From an optimization exercise on the open Yosys and OpenROAD flow, aimed at small area; shortcuts taken in it are not production practice. Only simulation tests tie the RTL to the original design; equivalence was not proved. Power is estimated from default activity; no workload was simulated.

==> flow/design.v, too long to show whole: its modules and the start of the top module <==
// module Reset_Delay: 18 lines
// module LCD_Controller: 72 lines
// module LCD_TEST: 1297 lines
// module lcdlab1: 26 lines
// module FinalProject: 2084 lines
// module debounce_DE2_SW: 17 lines
// module debouncer: 49 lines
module FinalProject(answer, submit, clk, rst, redOut, greenOut, LCD_ON, LCD_RW, LCD_EN, LCD_RS, LCD_DATA);
  // ...
==> flow/run.sh <==
#!/bin/bash
# synth_recipe.tcl (not shown) runs the flow's synth.tcl, then flattens the netlist and writes it again
# the make line also repeats each setting of config.mk as NAME=value (left out here)
make -C /OpenROAD-flow-scripts/flow DESIGN_CONFIG=/design/flow/config.mk WORK_HOME=/design/flow/orfs CLKGATE_MAP_FILE= SYNTH_SCRIPT=/design/flow/synth_recipe.tcl finish
==> flow/config.mk <==
export PLATFORM = sky130hd
export DESIGN_NAME = FinalProject
export DESIGN_NICKNAME = FinalProject
export VERILOG_FILES = /design/flow/design.v
export SDC_FILE = /design/flow/constraint.sdc
export NUM_CORES = 4
export LEC_CHECK = 0
export CAP_MARGIN = 20
export CORE_MARGIN = 2
export CORE_UTILIZATION = 40
export SLEW_MARGIN = 20
==> flow/constraint.sdc <==
create_clock -name core_clock -period 10.0 [get_ports {clk}]
set_input_delay 2.0000 -clock core_clock [delete_from_list [all_inputs] [get_ports {clk}]]
set_output_delay 2.0000 -clock core_clock [all_outputs]
set_load 0.01 [all_outputs]
==> impl_results.md, run 1 <==
- Status: no timing/DRC/antenna violations
- Die span in y: 243.1 um
- Synth Flop Type: dfrtp_1
- Capture point of the critical path: S[0]$_DFF_PN0_
- Mapped Area: 22870 sq um
- Most frequent cells in the layout: dfrtp_1 (317), nor2_1 (317), nand2_1 (246), o21ai_0 (187), a21oi_1 (174)
- Setup WS pre-CTS: slightly above 5000 ps
- DRT Pass-1 Iters: 8
- Deepest clock path buffer count: 3
- Clk Latency, worst-skew pair: around 580 ps
- Multi-input combinational area share: 0.5327
- Hold Crit Class: reg2async
- Initial antenna violation count: 0
- Layout Area Growth over Synthesis: 9.033%
- Initial Utilization: 0.4048
- Global-route wire length before repair: about 120 mm
- Max Used Layer: met4
- Crit start category: primary input
- Syn Nets: 2825
- Post-synth EDFFs: 0
- Static Leakage: 10.27 nW
- Count leader, synth: dfrtp_1
- Final nets: 2746
- Antenna cell count: 0
- Reg2reg start: S[1]$_DFF_PN0_
- Syn avg cell area: 8.241 sq um
==> module Reset_Delay, before the edit <==
module	Reset_Delay( input iCLK, input iRST_N, output reg oRESET);
reg	[11:0]	Cont;
always@(posedge iCLK or negedge iRST_N)
begin
	if(!iRST_N)
	begin
		Cont	<=	0;
		oRESET	<=	1'b0;
	end
	else if(Cont!=12'hFFF)
	begin
		Cont	<=	Cont + 1'b1;
		oRESET	<=	1'b0;
	end
	else
	oRESET	<=	1'b1;
end
endmodule
==> module LCD_Controller, before the edit <==
module LCD_Controller (	
input rst,
input [7:0] iDATA,
input iRS,
input iStart,
output reg oDone,
input iCLK,iRST_N,
output [7:0] LCD_DATA,
output LCD_RW,
output reg LCD_EN,
output LCD_RS	);
parameter	CLK_Divide	=	16;
reg		[4:0]	Cont;
reg		[1:0]	ST;
reg		preStart,mStart;
assign	LCD_DATA	=	iDATA; 
assign	LCD_RW		=	1'b0;
assign	LCD_RS		=	iRS;
always@(posedge iCLK or negedge iRST_N)
begin
	if(!iRST_N)
	begin
		oDone	<=	1'b0;
		LCD_EN	<=	1'b0;
		preStart<=	1'b0;
		mStart	<=	1'b0;
		Cont	<=	0;
		ST		<=	0;
	end
	else
	begin
		if(rst <= 1'b0)
			begin
			oDone	<=	1'b0;
			LCD_EN	<=	1'b0;
			preStart<=	1'b0;
			mStart	<=	1'b0;
			Cont	<=	0;
			ST		<=	0;
			end
		preStart<=	iStart;
		if({preStart,iStart}==2'b01)
		begin
			mStart	<=	1'b1;
			oDone	<=	1'b0;
		end
		if(mStart)
		begin
			case(ST)
			0:	ST	<=	1;	 
			1:	begin
					LCD_EN	<=	1'b1;
					ST		<=	2;
				end
			2:	begin					
					if(Cont<CLK_Divide)
					Cont	<=	Cont + 1'b1;
					else
					ST		<=	3;
				end
			3:	begin
					LCD_EN	<=	1'b0;
					mStart	<=	1'b0;
					oDone	<=	1'b1;
					Cont	<=	0;
					ST		<=	0;
				end
			endcase
		end
	end
end
endmodule
==> module lcdlab1, before the edit <==
module lcdlab1(
	input rst,
  input CLOCK_50,	 
  output LCD_ON,	 
  output LCD_RW,	 
  output LCD_EN,	 
  output LCD_RS,	 
  output [7:0] LCD_DATA,	 
  input [4:0] Display,
  input Pulse
);
wire DLY_RST;
Reset_Delay r0(	.iCLK(CLOCK_50),.iRST_N(rst),.oRESET(DLY_RST) );
assign	LCD_ON		=	1'b1;
LCD_TEST u1(
	.rst(rst),
	.Pulse(Pulse),
	.Display(Display),
   .iCLK(CLOCK_50),
   .iRST_N(DLY_RST),
   .LCD_DATA(LCD_DATA),
   .LCD_RW(LCD_RW),
   .LCD_EN(LCD_EN),
   .LCD_RS(LCD_RS)
);
endmodule 
==> module debouncer, before the edit <==
module debouncer (clk, rst_n, noisy, clean);
input rst_n, clk, noisy;
output clean;
reg xnew, clean;
reg [1:0] b_state;
reg [19:0] b_counter;
parameter 	ON=		2'd0, 
		ON_2_OFF=	2'd1, 
		OFF=		2'd2, 
		OFF_2_ON=	2'd3;
always @ (posedge clk or negedge rst_n) 
begin
	if (rst_n == 1'b0) 
	begin
		b_state <= OFF;
		b_counter <= 20'b0;
		clean <= 1'b0;
	end
	else 
	begin
		case (b_state)
			ON:
			begin
				b_state <= (noisy == 1'b0) ? ON_2_OFF : ON; 
				b_counter <= 20'b0;
				clean <= 1'b1;
			end
			OFF:
			begin
				b_state <= (noisy == 1'b1) ? OFF_2_ON : OFF; 
				b_counter <= 20'b0;
				clean <= 1'b0;
			end
			ON_2_OFF:
			begin
				b_state <= (b_counter >= 20'd5000) ? OFF : ON_2_OFF; 
				b_counter <= b_counter + 1'b1;
				clean <= 1'b1;
			end
			OFF_2_ON:
			begin
				b_state <= (b_counter >= 20'd5000) ? ON : OFF_2_ON; 
				b_counter <= b_counter + 1'b1;
				clean <= 1'b0;
			end
		endcase
	end
end
endmodule
==> run 2: changes to the inputs <==
==> flow/design.v (replaced) <==
module	Reset_Delay( input iCLK, input iRST_N, input iCarry, output reg oRESET);
reg	[1:0]	Cont;
always@(posedge iCLK or negedge iRST_N)
begin
	if(!iRST_N)
	begin
		Cont	<=	2'd0;
		oRESET	<=	1'b0;
	end
	else if(!oRESET && iCarry)
	begin
		Cont	<=	Cont + 1'b1;
		if(&Cont)
			oRESET	<=	1'b1;
	end
end
endmodule
module LCD_Controller (
input [7:0] iDATA,
input iRS,
input iStart,
output reg oDone,
input iCLK,iRST_N,
output [7:0] LCD_DATA,
output LCD_RW,
output LCD_EN,
output LCD_RS	);
reg		[4:0]	Cont;
reg		preStart;
wire	rise = iStart & ~preStart;
assign	LCD_DATA	=	iDATA;
assign	LCD_RW		=	1'b0;
assign	LCD_RS		=	iRS;
assign	LCD_EN		=	Cont[4] | (&Cont[3:1]);
always@(posedge iCLK or negedge iRST_N)
begin
	if(!iRST_N)
	begin
		oDone	<=	1'b0;
		preStart<=	1'b0;
		Cont	<=	5'd0;
	end
	else
	begin
		preStart<=	iStart;
		if(Cont != 5'd0)
			Cont	<=	Cont + 1'b1;
		else if(rise)
			Cont	<=	5'd12;
		if(&Cont)
			oDone	<=	1'b1;
		else if(rise)
			oDone	<=	1'b0;
	end
end
endmodule
module    LCD_TEST (
	input rst, Pulse,
	input [4:0]Display,
  input iCLK,iRST_N,
  output oCarry,
  output [7:0]     LCD_DATA,
  output LCD_RW,LCD_EN,LCD_RS
);
reg    [5:0]    LUT_INDEX;
wire   [8:0]    LUT_DATA;
reg    [1:0]    mLCD_ST;
reg    [9:0]    mDLY;
reg    [7:0]    mLCD_DATA;
reg        mLCD_RS;
wire        mLCD_Done;
wire        mLCD_Start = (mLCD_ST == 2'd1);
wire        run = ~(LUT_INDEX[5] & LUT_INDEX[4]);
wire        dly_end = ~(mDLY < 10'h3FE);
assign oCarry = &mDLY;
always@(posedge iCLK or negedge iRST_N)
begin
    if(!iRST_N)
    begin
        LUT_INDEX    <=    6'd10;
        mLCD_ST      <=    2'd0;
        mLCD_DATA    <=    8'd0;
        mLCD_RS      <=    1'b0;
    end
    else
    begin
        if(Pulse)
        begin
            LUT_INDEX    <=    6'd10;
            mLCD_ST      <=    2'd0;
            mLCD_DATA    <=    8'd0;
            mLCD_RS      <=    1'b0;
        end
        if(run)
        begin
            case(mLCD_ST)
            2'd0:    begin
                    mLCD_DATA    <=    LUT_DATA[7:0];
                    mLCD_RS      <=    LUT_DATA[8];
                    mLCD_ST      <=    2'd1;
                end
            2'd1:    if(mLCD_Done) mLCD_ST <= 2'd2;
            2'd2:    if(dly_end) mLCD_ST <= 2'd3;
            2'd3:    begin
                    LUT_INDEX    <=    LUT_INDEX + 1'b1;
                    mLCD_ST      <=    2'd0;
                end
            endcase
        end
    end
end
always@(posedge iCLK or negedge rst)
begin
    if(!rst)
        mDLY    <=    10'd0;
    else if(!iRST_N)
        mDLY    <=    mDLY + 1'b1;
    else
    begin
        if(Pulse)
            mDLY    <=    10'd0;
        if(run && mLCD_ST == 2'd2)
            mDLY    <=    dly_end ? 10'd0 : mDLY + 1'b1;
    end
end
LCD_LUT lut(.idx(LUT_INDEX), .disp(Display), .data(LUT_DATA));
LCD_Controller u0(
.iDATA(mLCD_DATA),
.iRS(mLCD_RS),
.iStart(mLCD_Start),
.oDone(mLCD_Done),
.iCLK(iCLK),
.iRST_N(iRST_N),
.LCD_DATA(LCD_DATA),
.LCD_RW(LCD_RW),
.LCD_EN(LCD_EN),
.LCD_RS(LCD_RS)    );
endmodule
module LCD_LUT(input [5:0] idx, input [4:0] disp, output reg [8:0] data);
always @(*) begin
  if (idx[5]) begin
    data[8] = 1'b1;
    case ({disp, idx[3:0]})
      9'd384: data[7:0] = 8'h4E;
      9'd385: data[7:0] = 8'h69;
      9'd386: data[7:0] = 8'h63;
      9'd387: data[7:0] = 8'h65;
      9'd388: data[7:0] = 8'h20;
      9'd389: data[7:0] = 8'h54;
      9'd390: data[7:0] = 8'h6F;
      9'd391: data[7:0] = 8'h20;
      9'd392: data[7:0] = 8'h53;
      9'd393: data[7:0] = 8'h65;
      9'd394: data[7:0] = 8'h65;
      9'd395: data[7:0] = 8'h20;
      9'd396: data[7:0] = 8'h59;
      9'd397: data[7:0] = 8'h6F;
      9'd398: data[7:0] = 8'h75;
      9'd399: data[7:0] = 8'h21;
      9'd0: data[7:0] = 8'h20;
      9'd1: data[7:0] = 8'h20;
      9'd2: data[7:0] = 8'h20;
      9'd3: data[7:0] = 8'h20;
      9'd4: data[7:0] = 8'h20;
      9'd5: data[7:0] = 8'h20;
      9'd6: data[7:0] = 8'h43;
      9'd7: data[7:0] = 8'h65;
      9'd8: data[7:0] = 8'h72;
      9'd9: data[7:0] = 8'h6F;
      9'd10: data[7:0] = 8'h3F;
      9'd11: data[7:0] = 8'h20;
      9'd12: data[7:0] = 8'h20;
      9'd13: data[7:0] = 8'h20;
      9'd14: data[7:0] = 8'h20;
      9'd15: data[7:0] = 8'h20;
      9'd400: data[7:0] = 8'h20;
      9'd401: data[7:0] = 8'h20;
      9'd402: data[7:0] = 8'h20;
      9'd403: data[7:0] = 8'h20;
      9'd404: data[7:0] = 8'h43;
      9'd405: data[7:0] = 8'h6F;
      9'd406: data[7:0] = 8'h72;
      9'd407: data[7:0] = 8'h72;
      9'd408: data[7:0] = 8'h65;
      9'd409: data[7:0] = 8'h63;
      9'd410: data[7:0] = 8'h74;
      9'd411: data[7:0] = 8'h21;
      9'd412: data[7:0] = 8'h20;
      9'd413: data[7:0] = 8'h20;
      9'd414: data[7:0] = 8'h20;
      9'd415: data[7:0] = 8'h20;
      9'd416: data[7:0] = 8'h20;
      9'd417: data[7:0] = 8'h20;
      9'd418: data[7:0] = 8'h20;
      9'd419: data[7:0] = 8'h20;
      9'd420: data[7:0] = 8'h20;
      9'd421: data[7:0] = 8'h57;
      9'd422: data[7:0] = 8'h72;
      9'd423: data[7:0] = 8'h6F;
      9'd424: data[7:0] = 8'h6E;
      9'd425: data[7:0] = 8'h67;
      9'd426: data[7:0] = 8'h21;
      9'd427: data[7:0] = 8'h20;
      9'd428: data[7:0] = 8'h20;
      9'd429: data[7:0] = 8'h20;
      9'd430: data[7:0] = 8'h20;
      9'd431: data[7:0] = 8'h20;
      9'd16: data[7:0] = 8'h20;
      9'd17: data[7:0] = 8'h20;
      9'd18: data[7:0] = 8'h20;
      9'd19: data[7:0] = 8'h20;
      9'd20: data[7:0] = 8'h20;
      9'd21: data[7:0] = 8'h20;
      9'd22: data[7:0] = 8'h55;
      9'd23: data[7:0] = 8'h6E;
      9'd24: data[7:0] = 8'h6F;
      9'd25: data[7:0] = 8'h3F;
      9'd26: data[7:0] = 8'h20;
      9'd27: data[7:0] = 8'h20;
      9'd28: data[7:0] = 8'h20;
      9'd29: data[7:0] = 8'h20;
      9'd30: data[7:0] = 8'h20;
      9'd31: data[7:0] = 8'h20;
      9'd32: data[7:0] = 8'h20;
      9'd33: data[7:0] = 8'h20;
      9'd34: data[7:0] = 8'h20;
      9'd35: data[7:0] = 8'h20;
      9'd36: data[7:0] = 8'h20;
      9'd37: data[7:0] = 8'h20;
      9'd38: data[7:0] = 8'h44;
      9'd39: data[7:0] = 8'h6F;
      9'd40: data[7:0] = 8'h73;
      9'd41: data[7:0] = 8'h3F;
      9'd42: data[7:0] = 8'h20;
      9'd43: data[7:0] = 8'h20;
      9'd44: data[7:0] = 8'h20;
      9'd45: data[7:0] = 8'h20;
      9'd46: data[7:0] = 8'h20;
      9'd47: data[7:0] = 8'h20;
      9'd48: data[7:0] = 8'h20;
      9'd49: data[7:0] = 8'h20;
      9'd50: data[7:0] = 8'h20;
      9'd51: data[7:0] = 8'h20;
      9'd52: data[7:0] = 8'h20;
      9'd53: data[7:0] = 8'h54;
      9'd54: data[7:0] = 8'h72;
      9'd55: data[7:0] = 8'h65;
      9'd56: data[7:0] = 8'h73;
      9'd57: data[7:0] = 8'h3F;
      9'd58: data[7:0] = 8'h20;
      9'd59: data[7:0] = 8'h20;
      9'd60: data[7:0] = 8'h20;
      9'd61: data[7:0] = 8'h20;
      9'd62: data[7:0] = 8'h20;
      9'd63: data[7:0] = 8'h20;
      9'd64: data[7:0] = 8'h20;
      9'd65: data[7:0] = 8'h20;
      9'd66: data[7:0] = 8'h20;
      9'd67: data[7:0] = 8'h20;
      9'd68: data[7:0] = 8'h20;
      9'd69: data[7:0] = 8'h43;
      9'd70: data[7:0] = 8'h75;
      9'd71: data[7:0] = 8'h61;
      9'd72: data[7:0] = 8'h74;
      9'd73: data[7:0] = 8'h72;
      9'd74: data[7:0] = 8'h6F;
      9'd75: data[7:0] = 8'h3F;
      9'd76: data[7:0] = 8'h20;
      9'd77: data[7:0] = 8'h20;
      9'd78: data[7:0] = 8'h20;
      9'd79: data[7:0] = 8'h20;
      9'd80: data[7:0] = 8'h20;
      9'd81: data[7:0] = 8'h20;
      9'd82: data[7:0] = 8'h20;
      9'd83: data[7:0] = 8'h20;
      9'd84: data[7:0] = 8'h20;
      9'd85: data[7:0] = 8'h43;
      9'd86: data[7:0] = 8'h69;
      9'd87: data[7:0] = 8'h6E;
      9'd88: data[7:0] = 8'h63;
      9'd89: data[7:0] = 8'h6F;
      9'd90: data[7:0] = 8'h3F;
      9'd91: data[7:0] = 8'h20;
      9'd92: data[7:0] = 8'h20;
      9'd93: data[7:0] = 8'h20;
      9'd94: data[7:0] = 8'h20;
      9'd95: data[7:0] = 8'h20;
      9'd96: data[7:0] = 8'h20;
      9'd97: data[7:0] = 8'h20;
      9'd98: data[7:0] = 8'h20;
      9'd99: data[7:0] = 8'h20;
      9'd100: data[7:0] = 8'h20;
      9'd101: data[7:0] = 8'h20;
      9'd102: data[7:0] = 8'h53;
      9'd103: data[7:0] = 8'h65;
      9'd104: data[7:0] = 8'h69;
      9'd105: data[7:0] = 8'h73;
      9'd106: data[7:0] = 8'h3F;
      9'd107: data[7:0] = 8'h20;
      9'd108: data[7:0] = 8'h20;
      9'd109: data[7:0] = 8'h20;
      9'd110: data[7:0] = 8'h20;
      9'd111: data[7:0] = 8'h20;
      9'd112: data[7:0] = 8'h20;
      9'd113: data[7:0] = 8'h20;
      9'd114: data[7:0] = 8'h20;
      9'd115: data[7:0] = 8'h20;
      9'd116: data[7:0] = 8'h20;
      9'd117: data[7:0] = 8'h53;
      9'd118: data[7:0] = 8'h69;
      9'd119: data[7:0] = 8'h65;
      9'd120: data[7:0] = 8'h74;
      9'd121: data[7:0] = 8'h65;
      9'd122: data[7:0] = 8'h3F;
      9'd123: data[7:0] = 8'h20;
      9'd124: data[7:0] = 8'h20;
      9'd125: data[7:0] = 8'h20;
      9'd126: data[7:0] = 8'h20;
      9'd127: data[7:0] = 8'h20;
      9'd128: data[7:0] = 8'h20;
      9'd129: data[7:0] = 8'h20;
      9'd130: data[7:0] = 8'h20;
      9'd131: data[7:0] = 8'h20;
      9'd132: data[7:0] = 8'h20;
      9'd133: data[7:0] = 8'h4F;
      9'd134: data[7:0] = 8'h63;
      9'd135: data[7:0] = 8'h68;
      9'd136: data[7:0] = 8'h6F;
      9'd137: data[7:0] = 8'h3F;
      9'd138: data[7:0] = 8'h20;
      9'd139: data[7:0] = 8'h20;
      9'd140: data[7:0] = 8'h20;
      9'd141: data[7:0] = 8'h20;
      9'd142: data[7:0] = 8'h20;
      9'd143: data[7:0] = 8'h20;
      9'd144: data[7:0] = 8'h20;
      9'd145: data[7:0] = 8'h20;
      9'd146: data[7:0] = 8'h20;
      9'd147: data[7:0] = 8'h20;
      9'd148: data[7:0] = 8'h20;
      9'd149: data[7:0] = 8'h4E;
      9'd150: data[7:0] = 8'h75;
      9'd151: data[7:0] = 8'h65;
      9'd152: data[7:0] = 8'h76;
      9'd153: data[7:0] = 8'h65;
      9'd154: data[7:0] = 8'h3F;
      9'd155: data[7:0] = 8'h20;
      9'd156: data[7:0] = 8'h20;
      9'd157: data[7:0] = 8'h20;
      9'd158: data[7:0] = 8'h20;
      9'd159: data[7:0] = 8'h20;
      9'd160: data[7:0] = 8'h20;
      9'd161: data[7:0] = 8'h20;
      9'd162: data[7:0] = 8'h20;
      9'd163: data[7:0] = 8'h20;
      9'd164: data[7:0] = 8'h20;
      9'd165: data[7:0] = 8'h44;
      9'd166: data[7:0] = 8'h69;
      9'd167: data[7:0] = 8'h65;
      9'd168: data[7:0] = 8'h7A;
      9'd169: data[7:0] = 8'h3F;
      9'd170: data[7:0] = 8'h20;
      9'd171: data[7:0] = 8'h20;
      9'd172: data[7:0] = 8'h20;
      9'd173: data[7:0] = 8'h20;
      9'd174: data[7:0] = 8'h20;
      9'd175: data[7:0] = 8'h20;
      9'd176: data[7:0] = 8'h20;
      9'd177: data[7:0] = 8'h20;
      9'd178: data[7:0] = 8'h20;
      9'd179: data[7:0] = 8'h20;
      9'd180: data[7:0] = 8'h20;
      9'd181: data[7:0] = 8'h4F;
      9'd182: data[7:0] = 8'h6E;
      9'd183: data[7:0] = 8'h63;
      9'd184: data[7:0] = 8'h65;
      9'd185: data[7:0] = 8'h3F;
      9'd186: data[7:0] = 8'h20;
      9'd187: data[7:0] = 8'h20;
      9'd188: data[7:0] = 8'h20;
      9'd189: data[7:0] = 8'h20;
      9'd190: data[7:0] = 8'h20;
      9'd191: data[7:0] = 8'h20;
      9'd192: data[7:0] = 8'h20;
      9'd193: data[7:0] = 8'h20;
      9'd194: data[7:0] = 8'h20;
      9'd195: data[7:0] = 8'h20;
      9'd196: data[7:0] = 8'h20;
      9'd197: data[7:0] = 8'h44;
      9'd198: data[7:0] = 8'h6F;
      9'd199: data[7:0] = 8'h63;
      9'd200: data[7:0] = 8'h65;
      9'd201: data[7:0] = 8'h3F;
      9'd202: data[7:0] = 8'h20;
      9'd203: data[7:0] = 8'h20;
      9'd204: data[7:0] = 8'h20;
      9'd205: data[7:0] = 8'h20;
      9'd206: data[7:0] = 8'h20;
      9'd207: data[7:0] = 8'h20;
      9'd208: data[7:0] = 8'h20;
      9'd209: data[7:0] = 8'h20;
      9'd210: data[7:0] = 8'h20;
      9'd211: data[7:0] = 8'h20;
      9'd212: data[7:0] = 8'h20;
      9'd213: data[7:0] = 8'h54;
      9'd214: data[7:0] = 8'h72;
      9'd215: data[7:0] = 8'h65;
      9'd216: data[7:0] = 8'h63;
      9'd217: data[7:0] = 8'h65;
      9'd218: data[7:0] = 8'h3F;
      9'd219: data[7:0] = 8'h20;
      9'd220: data[7:0] = 8'h20;
      9'd221: data[7:0] = 8'h20;
      9'd222: data[7:0] = 8'h20;
      9'd223: data[7:0] = 8'h20;
      9'd224: data[7:0] = 8'h20;
      9'd225: data[7:0] = 8'h20;
      9'd226: data[7:0] = 8'h20;
      9'd227: data[7:0] = 8'h20;
      9'd228: data[7:0] = 8'h43;
      9'd229: data[7:0] = 8'h61;
      9'd230: data[7:0] = 8'h74;
      9'd231: data[7:0] = 8'h6F;
      9'd232: data[7:0] = 8'h72;
      9'd233: data[7:0] = 8'h63;
      9'd234: data[7:0] = 8'h65;
      9'd235: data[7:0] = 8'h3F;
      9'd236: data[7:0] = 8'h20;
      9'd237: data[7:0] = 8'h20;
      9'd238: data[7:0] = 8'h20;
      9'd239: data[7:0] = 8'h20;
      9'd240: data[7:0] = 8'h20;
      9'd241: data[7:0] = 8'h20;
      9'd242: data[7:0] = 8'h20;
      9'd243: data[7:0] = 8'h20;
      9'd244: data[7:0] = 8'h51;
      9'd245: data[7:0] = 8'h75;
      9'd246: data[7:0] = 8'h69;
      9'd247: data[7:0] = 8'h6E;
      9'd248: data[7:0] = 8'h63;
      9'd249: data[7:0] = 8'h65;
      9'd250: data[7:0] = 8'h3F;
      9'd251: data[7:0] = 8'h20;
      9'd252: data[7:0] = 8'h20;
      9'd253: data[7:0] = 8'h20;
      9'd254: data[7:0] = 8'h20;
      9'd255: data[7:0] = 8'h20;
      9'd256: data[7:0] = 8'h20;
      9'd257: data[7:0] = 8'h20;
      9'd258: data[7:0] = 8'h20;
      9'd259: data[7:0] = 8'h20;
      9'd260: data[7:0] = 8'h56;
      9'd261: data[7:0] = 8'h65;
      9'd262: data[7:0] = 8'h69;
      9'd263: data[7:0] = 8'h6E;
      9'd264: data[7:0] = 8'h74;
      9'd265: data[7:0] = 8'h65;
      9'd266: data[7:0] = 8'h3F;
      9'd267: data[7:0] = 8'h20;
      9'd268: data[7:0] = 8'h20;
      9'd269: data[7:0] = 8'h20;
      9'd270: data[7:0] = 8'h20;
      9'd271: data[7:0] = 8'h20;
      9'd272: data[7:0] = 8'h20;
      9'd273: data[7:0] = 8'h20;
      9'd274: data[7:0] = 8'h20;
      9'd275: data[7:0] = 8'h54;
      9'd276: data[7:0] = 8'h72;
      9'd277: data[7:0] = 8'h65;
      9'd278: data[7:0] = 8'h69;
      9'd279: data[7:0] = 8'h6E;
      9'd280: data[7:0] = 8'h74;
      9'd281: data[7:0] = 8'h61;
      9'd282: data[7:0] = 8'h3F;
      9'd283: data[7:0] = 8'h20;
      9'd284: data[7:0] = 8'h20;
      9'd285: data[7:0] = 8'h20;
      9'd286: data[7:0] = 8'h20;
      9'd287: data[7:0] = 8'h20;
      9'd288: data[7:0] = 8'h20;
      9'd289: data[7:0] = 8'h20;
      9'd290: data[7:0] = 8'h20;
      9'd291: data[7:0] = 8'h20;
      9'd292: data[7:0] = 8'h43;
      9'd293: data[7:0] = 8'h61;
      9'd294: data[7:0] = 8'h75;
      9'd295: data[7:0] = 8'h72;
      9'd296: data[7:0] = 8'h65;
      9'd297: data[7:0] = 8'h6E;
      9'd298: data[7:0] = 8'h74;
      9'd299: data[7:0] = 8'h61;
      9'd300: data[7:0] = 8'h3F;
      9'd301: data[7:0] = 8'h20;
      9'd302: data[7:0] = 8'h20;
      9'd303: data[7:0] = 8'h20;
      9'd304: data[7:0] = 8'h20;
      9'd305: data[7:0] = 8'h20;
      9'd306: data[7:0] = 8'h20;
      9'd307: data[7:0] = 8'h43;
      9'd308: data[7:0] = 8'h69;
      9'd309: data[7:0] = 8'h6E;
      9'd310: data[7:0] = 8'h63;
      9'd311: data[7:0] = 8'h75;
      9'd312: data[7:0] = 8'h65;
      9'd313: data[7:0] = 8'h6E;
      9'd314: data[7:0] = 8'h74;
      9'd315: data[7:0] = 8'h61;
      9'd316: data[7:0] = 8'h3F;
      9'd317: data[7:0] = 8'h20;
      9'd318: data[7:0] = 8'h20;
      9'd319: data[7:0] = 8'h20;
      9'd320: data[7:0] = 8'h20;
      9'd321: data[7:0] = 8'h20;
      9'd322: data[7:0] = 8'h20;
      9'd323: data[7:0] = 8'h53;
      9'd324: data[7:0] = 8'h65;
      9'd325: data[7:0] = 8'h73;
      9'd326: data[7:0] = 8'h65;
      9'd327: data[7:0] = 8'h6E;
      9'd328: data[7:0] = 8'h74;
      9'd329: data[7:0] = 8'h61;
      9'd330: data[7:0] = 8'h3F;
      9'd331: data[7:0] = 8'h20;
      9'd332: data[7:0] = 8'h20;
      9'd333: data[7:0] = 8'h20;
      9'd334: data[7:0] = 8'h20;
      9'd335: data[7:0] = 8'h20;
      9'd336: data[7:0] = 8'h20;
      9'd337: data[7:0] = 8'h20;
      9'd338: data[7:0] = 8'h20;
      9'd339: data[7:0] = 8'h53;
      9'd340: data[7:0] = 8'h65;
      9'd341: data[7:0] = 8'h74;
      9'd342: data[7:0] = 8'h65;
      9'd343: data[7:0] = 8'h6E;
      9'd344: data[7:0] = 8'h74;
      9'd345: data[7:0] = 8'h61;
      9'd346: data[7:0] = 8'h3F;
      9'd347: data[7:0] = 8'h20;
      9'd348: data[7:0] = 8'h20;
      9'd349: data[7:0] = 8'h20;
      9'd350: data[7:0] = 8'h20;
      9'd351: data[7:0] = 8'h20;
      9'd352: data[7:0] = 8'h20;
      9'd353: data[7:0] = 8'h20;
      9'd354: data[7:0] = 8'h20;
      9'd355: data[7:0] = 8'h20;
      9'd356: data[7:0] = 8'h20;
      9'd357: data[7:0] = 8'h4F;
      9'd358: data[7:0] = 8'h63;
      9'd359: data[7:0] = 8'h68;
      9'd360: data[7:0] = 8'h65;
      9'd361: data[7:0] = 8'h6E;
      9'd362: data[7:0] = 8'h74;
      9'd363: data[7:0] = 8'h61;
      9'd364: data[7:0] = 8'h3F;
      9'd365: data[7:0] = 8'h20;
      9'd366: data[7:0] = 8'h20;
      9'd367: data[7:0] = 8'h20;
      9'd368: data[7:0] = 8'h20;
      9'd369: data[7:0] = 8'h20;
      9'd370: data[7:0] = 8'h20;
      9'd371: data[7:0] = 8'h20;
      9'd372: data[7:0] = 8'h20;
      9'd373: data[7:0] = 8'h4E;
      9'd374: data[7:0] = 8'h6F;
      9'd375: data[7:0] = 8'h76;
      9'd376: data[7:0] = 8'h65;
      9'd377: data[7:0] = 8'h6E;
      9'd378: data[7:0] = 8'h74;
      9'd379: data[7:0] = 8'h61;
      9'd380: data[7:0] = 8'h3F;
      9'd381: data[7:0] = 8'h20;
      9'd382: data[7:0] = 8'h20;
      9'd383: data[7:0] = 8'h20;
      default: data[7:0] = 8'h20;
    endcase
  end else begin
    case (idx[4:0])
      5'd10: data = 9'h038;
      5'd11: data = 9'h00C;
      5'd12: data = 9'h001;
      5'd13: data = 9'h006;
      5'd14: data = 9'h080;
      5'd15: data = 9'h153;
      5'd16: data = 9'h170;
      5'd17: data = 9'h161;
      5'd18: data = 9'h16E;
      5'd19: data = 9'h169;
      5'd20: data = 9'h173;
      5'd21: data = 9'h168;
      5'd22: data = 9'h13E;
      5'd23: data = 9'h145;
      5'd24: data = 9'h16E;
      5'd25: data = 9'h167;
      5'd26: data = 9'h16C;
      5'd27: data = 9'h169;
      5'd28: data = 9'h173;
      5'd29: data = 9'h168;
      5'd30: data = 9'h120;
      5'd31: data = 9'h0C0;
      default: data = 9'h038;
    endcase
  end
end
endmodule
module lcdlab1(
	input rst,
  input CLOCK_50,
  output LCD_ON,	 
  output LCD_RW,	 
  output LCD_EN,	 
  output LCD_RS,	 
  output [7:0] LCD_DATA,	 
  input [4:0] Display,
  input Pulse
);
wire DLY_RST;
wire DLY_CARRY;
Reset_Delay r0(.iCLK(CLOCK_50), .iRST_N(rst), .iCarry(DLY_CARRY), .oRESET(DLY_RST));
assign	LCD_ON		=	1'b1;
LCD_TEST u1(
	.rst(rst),
	.Pulse(Pulse),
	.Display(Display),
   .iCLK(CLOCK_50),
   .iRST_N(DLY_RST),
   .oCarry(DLY_CARRY),
   .LCD_DATA(LCD_DATA),
   .LCD_RW(LCD_RW),
   .LCD_EN(LCD_EN),
   .LCD_RS(LCD_RS)
);
endmodule
module FinalProject(answer, submit, clk, rst, redOut, greenOut, LCD_ON, LCD_RW, LCD_EN, LCD_RS, LCD_DATA);
output LCD_ON;	 
output LCD_RW;	 
output LCD_EN;	 
output LCD_RS;	 
output [7:0] LCD_DATA;	 
input [10:0] answer;
input submit, clk, rst;
output redOut, greenOut;
reg redOut, greenOut;
localparam	Start   = 3'd0,
		pulseS  = 3'd1,
		Q       = 3'd2,
		check   = 3'd3,
		wrong   = 3'd4,
		correct = 3'd5,
		pulseW  = 3'd6,
		pulseC  = 3'd7;
localparam	D_START   = 5'd24,
		D_CORRECT = 5'd25,
		D_WRONG   = 5'd26;
reg [2:0] S;
reg [4:0] q;
reg Pulse;
reg Match;	 
reg [4:0] Display;
wire [10:0] SWO;
debounce_DE2_SW deb(clk, rst, answer, SWO);
reg [10:0] Key;
always @(*)
begin
	case (q)
	5'd0:  Key = 11'b00000000001;
	5'd1:  Key = 11'b00000000010;
	5'd2:  Key = 11'b00000000100;
	5'd3:  Key = 11'b00000001000;
	5'd4:  Key = 11'b00000010000;
	5'd5:  Key = 11'b00000100000;
	5'd6:  Key = 11'b00001000000;
	5'd7:  Key = 11'b00010000000;
	5'd8:  Key = 11'b00100000000;
	5'd9:  Key = 11'b01000000000;
	5'd10: Key = 11'b10000000000;
	5'd11: Key = 11'b10000000010;
	5'd12: Key = 11'b10000000100;
	5'd13: Key = 11'b10000001000;
	5'd14: Key = 11'b10000010000;
	5'd15: Key = 11'b10000100000;
	5'd16: Key = 11'b00000000101;
	5'd17: Key = 11'b00000001001;
	5'd18: Key = 11'b00000010001;
	5'd19: Key = 11'b00000100001;
	5'd20: Key = 11'b00001000001;
	5'd21: Key = 11'b00010000001;
	5'd22: Key = 11'b00100000001;
	default: Key = 11'b01000000001;
	endcase
end
always @ (posedge clk or negedge rst)
begin
	if (rst == 1'b0)
	begin
		S <= Start;
		q <= 5'd0;
		Pulse <= 1'b1;
		Match <= 1'b0;
		greenOut <= 1'b0;
		redOut <= 1'b0;
		Display <= D_START;
	end
	else
	begin
		case (S)
		Start:
		begin
			greenOut <= 1'b0;
			redOut <= 1'b0;
			Display <= D_START;
			Pulse <= 1'b0;
			if (submit) S <= pulseS;
		end
		pulseS:
		begin
			Pulse <= 1'b1;
			if (!submit) S <= Q;
		end
		Q:
		begin
			Pulse <= 1'b0;
			Match <= (SWO == Key);
			greenOut <= 1'b0;
			redOut <= 1'b0;
			Display <= q;
			if (submit) S <= check;
		end
		check:
		begin
			Pulse <= 1'b1;
			if (!submit) S <= Q;
			else if (Match) S <= correct;
			else S <= wrong;
		end
		wrong:
		begin
			Display <= D_WRONG;
			redOut <= 1'b1;
			Pulse <= 1'b0;
			if (!submit) S <= pulseW;
		end
		correct:
		begin
			greenOut <= 1'b1;
			Display <= D_CORRECT;
			Pulse <= 1'b0;
			if (!submit) S <= pulseC;
		end
		pulseW:
		begin
			Pulse <= 1'b1;
			S <= Q;
		end
		pulseC:
		begin
			Pulse <= 1'b1;
			if (q == 5'd23)
			begin
				q <= 5'd0;
				S <= Start;
			end
			else
			begin
				q <= q + 1'b1;
				S <= Q;
			end
		end
		endcase
	end
end
lcdlab1 info(
	.rst(rst),
  .CLOCK_50(clk),
  .LCD_ON(LCD_ON),
  .LCD_RW(LCD_RW),
  .LCD_EN(LCD_EN),
  .LCD_RS(LCD_RS),
  .LCD_DATA(LCD_DATA),
  .Display(Display),
  .Pulse(Pulse)
);
endmodule
module debounce_DE2_SW (clk, rst_n, answer, SWO);
input rst_n, clk;
input [10:0]answer;
output [10:0]SWO;
wire [10:0]SWO;
debouncer sw0(clk, rst_n, answer[0], SWO[0]);
debouncer sw1(clk, rst_n, answer[1], SWO[1]);
debouncer sw2(clk, rst_n, answer[2], SWO[2]);
debouncer sw3(clk, rst_n, answer[3], SWO[3]);
debouncer sw4(clk, rst_n, answer[4], SWO[4]);
debouncer sw5(clk, rst_n, answer[5], SWO[5]);
debouncer sw6(clk, rst_n, answer[6], SWO[6]);
debouncer sw7(clk, rst_n, answer[7], SWO[7]);
debouncer sw8(clk, rst_n, answer[8], SWO[8]);
debouncer sw9(clk, rst_n, answer[9], SWO[9]);
debouncer sw10(clk, rst_n, answer[10], SWO[10]);
endmodule
module debouncer (clk, rst_n, noisy, clean);
input rst_n, clk, noisy;
output clean;
reg lvl;
reg [12:0] cnt;
wire low0 = ~|cnt[10:0];
wire settled = low0 & ~cnt[11];
wire fresh = settled & cnt[12];
wire last = low0 & cnt[11] & ~cnt[12];
wire fb = (cnt[12] ^ cnt[3] ^ cnt[2] ^ cnt[0]) & ~settled;
assign clean = lvl ^ fresh;
always @ (posedge clk or negedge rst_n)
begin
	if (rst_n == 1'b0)
	begin
		lvl <= 1'b0;
		cnt <= 13'd0;
	end
	else
	begin
		if (settled & (noisy ^ lvl))
			cnt <= 13'h0B1C;
		else
			cnt <= {cnt[11:0], fb};
		if (last)
			lvl <= ~lvl;
	end
end
endmodule
==> run 2 against run 1 <==
Net effect:
- still clean on timing, DRC and antenna
- combinational power shrank 45%
- sequential power shrank 4%
- die area down 51%
- register-to-register slack improved by 590 ps
- via count fell by 61%
- largest cell class is now flip-flops and latches
- highest routed layer unchanged
==> impl_results.md, run 2 <==
- Total power draw: 3.524 mW (was 5.168 mW)
- Worst slew margin: 0.3200 (was 0.2333)
- Die span in y: 169.7 um (was 243.1 um)
- Most frequent cells in the layout: dfrtp_1 (202), nand2_1 (94), nor2_1 (79), nand2b_1 (78), o21ai_0 (72) (was dfrtp_1 (317), nor2_1 (317), nand2_1 (246), o21ai_0 (187), a21oi_1 (174))
- Layout Area Growth over Synthesis: 8.951% (was 9.033%)
- Clock Pin Slew Worst Setup and Hold Paths: 50 ps (was 70 ps)
- Synth cell types: 78 (was 109)
- Final nets: 1144 (was 2746)
- Crit start category: flop (was primary input)
- Clock skew: 11.38 ps (was 17.70 ps)
- Die area: 28810 sq um (was 59100 sq um)
- Vias in the first global route: 8373 (was 20.59k)
- Multi-input gate area: 5174 sq um (was 13280 sq um)
- RSZ-0062 raised after global routing: false (unchanged)
- Post-synthesis sequential area ratio: 0.4743 (was 0.3683)
- Layout cells sized above 1: 0.06440 (was 0.06562)
- Tmin final: 3738 ps (was 4401 ps)
- #FFs+latches synth: 208 (was 336)
- Synth warn: 6 (was 5)
- CP arrival: 4080 ps (was 4860 ps)
- GRT Total Usage: 0.1841 (was 0.2594)
- Ports: 28 (unchanged)
- Width of the chip: 169.7 um (was 243.1 um)
- Vias: 8529 (was 21.89k)
- RD Place Congestion: 0.9353 (was 1.052)
- CTS H-tree depth: 1 (was 2)
- Final Cycle Share: 0.3738 (was 0.4401)
- Cells after synthesis: 1180 (was 2775)
- Clk Latency, worst-skew pair: 500 ps (was 580 ps)
- Buffers added on ports: 25 (unchanged)
- Total grt overflow: 0 (unchanged)
- Final ANT Viol Nets: 0 (unchanged)
- Syn avg cell area: 9.311 sq um (was 8.241 sq um)
- Static Leakage: 5.001 nW (was 10.27 nW)
- Initial Utilization: 0.4077 (was 0.4048)
- Layout fillers: 2564 (was 5551)
- CTS sink count: 208 (was 336)
- Syn Nets: 1218 (was 2825)
- Wire per inst: 17.76 um (was 22.54 um)
- Synth area leader: dfrtp_1 (unchanged)
- Max cap viols: 0 (unchanged)
- Hold Crit Class: reg2async (unchanged)
- Area share of the largest cell type after synthesis: 0.4624 (was 0.3545)
- Post-CTS Setup Bufs: 0 (unchanged)
- VDD IR max: 194.1 uV (was 143.6 uV)
- DR iter-0 viols: 873 (was 2574)
- Fin Setup TNS: 0 ps (unchanged)
- Hold_ws: 140.7 ps (was 351.2 ps)
- DRT Pass-1 Iters: 5 (was 8)
- Most common cell after layout, fill and taps aside: dfrtp_1
- Count leader, synth: dfrtp_1 (unchanged)
- Endpoints failing setup: 0 (unchanged)
- Residual DRC: 0 (unchanged)
- Global-route wire length before repair: 43.44 mm (was 122.0 mm)
- Hold Violations, Final: 0 (unchanged)
- Largest net degree at the start of global routing: 101 (was 78)
- Pins over their slew limit: 0 (unchanged)
- Crit path kind: reg2reg (was in2reg)
- P per Cell Area: 294.4 nW/um^2 (was 207.2 nW/um^2)
- Fmax: 267.5 MHz (was 227.2 MHz)
- Detail Placement HPWL: 17.07 mm (was 53.64 mm)
- Status: no timing/DRC/antenna violations (unchanged)
- Placeable Area: 26950 sq um (was 56500 sq um)
- CP Capture Type: flop (unchanged)
- Mapped Area: 10990 sq um (was 22870 sq um)
- Worst-margin pin slew: 1020 ps (was 1146 ps)
- Total wire length: 25.94 mm (was 78.54 mm)
- Top cells by count, synth: dfrtp_1 (203), clkbuf_1 (108), nand2_1 (94) (was dfrtp_1 (324), nor2_1 (317), nand2_1 (246))
- Post-synthesis async set-or-reset flop share: 1.000 (unchanged)
- Row cnt: 60 (was 87)
- Crit-path max FO: 23 (was 21)
- Synth Flop Type: dfrtp_1 (unchanged)
- # hold bufs at CTS: 0 (unchanged)
- DR vias/cell: 5.842 (was 6.282)
- CTS resizes: 0 (unchanged)
- Register Area: 5213 sq um (was 8432 sq um)
- CTS root buffer: clkbuf_16 (unchanged)
- Worst Path Required: 10340 ps (was 10460 ps)
- Ranking of synthesized cells by area: dfrtp_1 (46%), nand2b_1 (4.4%), clkbuf_1 (3.7%) (was dfrtp_1 (35%), xor2_1 (5.2%), nor2_1 (5.2%))
- Initial antenna violation count: 1 (was 0)
- CTS tree: done (unchanged)
- Post-synth EDFFs: 0 (unchanged)
- CTS Buf Count: 23 (was 41)
- Deepest clock path buffer count: 3 (unchanged)
==> run 2: changes by cell type in the layout (fill, tap and decap cells not counted), moves of 39 or more <==
cell,previous run,this run
nand2b_1,30,78
nand3_1,152,42
a21oi_1,174,70
and3_1,59,7
nor2_1,317,79
dfrtp_1,317,202
xor2_1,137,32
nand2_1,246,94
nand4_1,50,10
inv_1,80,17
nor3_1,61,22
or3_1,45,4
o21ai_0,187,72
==> run 2: logic make-up after synthesis <==
logic type | Yosys count | synth area share
AND/OR/NAND/NOR | 417 | 0.1951
AO/OA/AOI/OAI | 286 | 0.1706
multiplexers | 10 | 0.01082
flip-flops | 208 | 0.4743
XOR/XNOR | 80 | 0.06639
other | 2 | 0.0006835
buffers and inverters | 153 | 0.05478
adder cells (fa/ha/maj) | 24 | 0.02733
==> run 2: layer usage <==
layer,up-vias,GRT usage,routed length [um]
li1,3970,-,-
met1,4103,0.2581,11520
met2,371,0.2806,11430
met3,85,0.03032,1895
met4,0,0.08361,1098
met5,-,0,0
==> run 2: power by group <==
part           switching, mW  total, mW  internal, mW
Sequential             0.310       1.52          1.21
Clock                  0.319      0.848         0.529
Combinational          0.620       1.15         0.532
Total                   1.25       3.52          2.27
==> run 2: area by class of cell <==
| class | count | share of cell area |
|---|---|---|
| inverters | 20 | 0.006272 |
| flip-flops and latches | 208 | 0.4355 |
| clock buffers | 27 | 0.05017 |
| diodes | 1 | 0.0002091 |
| clock inverters | 10 | 0.01286 |
| multi-input cells | 819 | 0.4322 |
| well taps | 341 | 0.03564 |
| repair buffers | 34 | 0.02718 |
==> run 2: path summary, 6_finish.rpt <==
kind	startpoint	endpoint	slack [ps]	cells after the start
min reg2reg	info.r0.oRESET$_DFFE_PN0P_	info.u1.mLCD_ST[0]$_DFF_PN0_	140	0
min in group core_clock	deb.sw8.cnt[9]$_DFF_PN0_	deb.sw8.cnt[10]$_DFF_PN0_	370	0
max reg2reg	info.u1.LUT_INDEX[1]$_DFF_PN1_	info.u1.mLCD_DATA[0]$_DFF_PN0_	6260	9
max	info.u1.LUT_INDEX[1]$_DFF_PN1_	info.u1.mLCD_DATA[0]$_DFF_PN0_	6260	9
min	info.r0.oRESET$_DFFE_PN0P_	info.u1.mLCD_ST[0]$_DFF_PN0_	140	0
max in group asynchronous	rst	deb.sw1.cnt[12]$_DFF_PN0_	7240	2
==> run 2: critical path, cell delays in order (launching register included) <==
cell and delay (ps):
dfstp_2 830, inv_1 260, ha_1 680, and2_1 320
o21ai_0 220, nand4_1 120, a21oi_1 150, a21oi_1 50
a2111oi_0 740, o21ai_0 210
==> run 2: stage by stage <==
stage / util / setup slack, ps / cells / instance area, sq um
6_report: 0.4442 / 6262 / 1460 / 11970
3_5_place_dp: 0.4159 / 6266 / 1422 / 11210
3_3_place_gp: 0.4159 / 6271 / 1422 / 11210
5_1_grt: 0.4441 / 6032 / 1459 / 11970
4_1_cts: 0.4439 / 6302 / 1459 / 11960
2_1_floorplan: - / 7240 / 1180 / 10990

[port drivers added, routing unchanged]
Ports are ideal in the flow. The routed layouts listed here were re-timed in OpenROAD. Step 1 sets driving cells, clkbuf_16 on the clock port and buf_2 on the other inputs (assumed; they add their load-dependent delay and slew). Step 2, shift: input delay + t, output delay - t, t = (earliest + latest rising clock arrival at the registers) / 2. This alone moves slack from input paths to output paths. Slacks: no drivers / after step 1 / after step 2; pairs: no drivers / after step 1.
run	shift t [ns]	slack for setup (ns)	worst register clock-pin slew, ns	pins driven straight from the clock port
run 1	0.626	5.599 / 5.634 / 5.008	0.07 / 0.07	1
run 2	0.538	6.262 / 6.262 / 6.262	0.06 / 0.06	1
After both steps setup and hold are still met in every run listed. The setup slack of run 1, which loses most, moves by +0.035 ns with the drivers and by -0.591 ns with both steps.
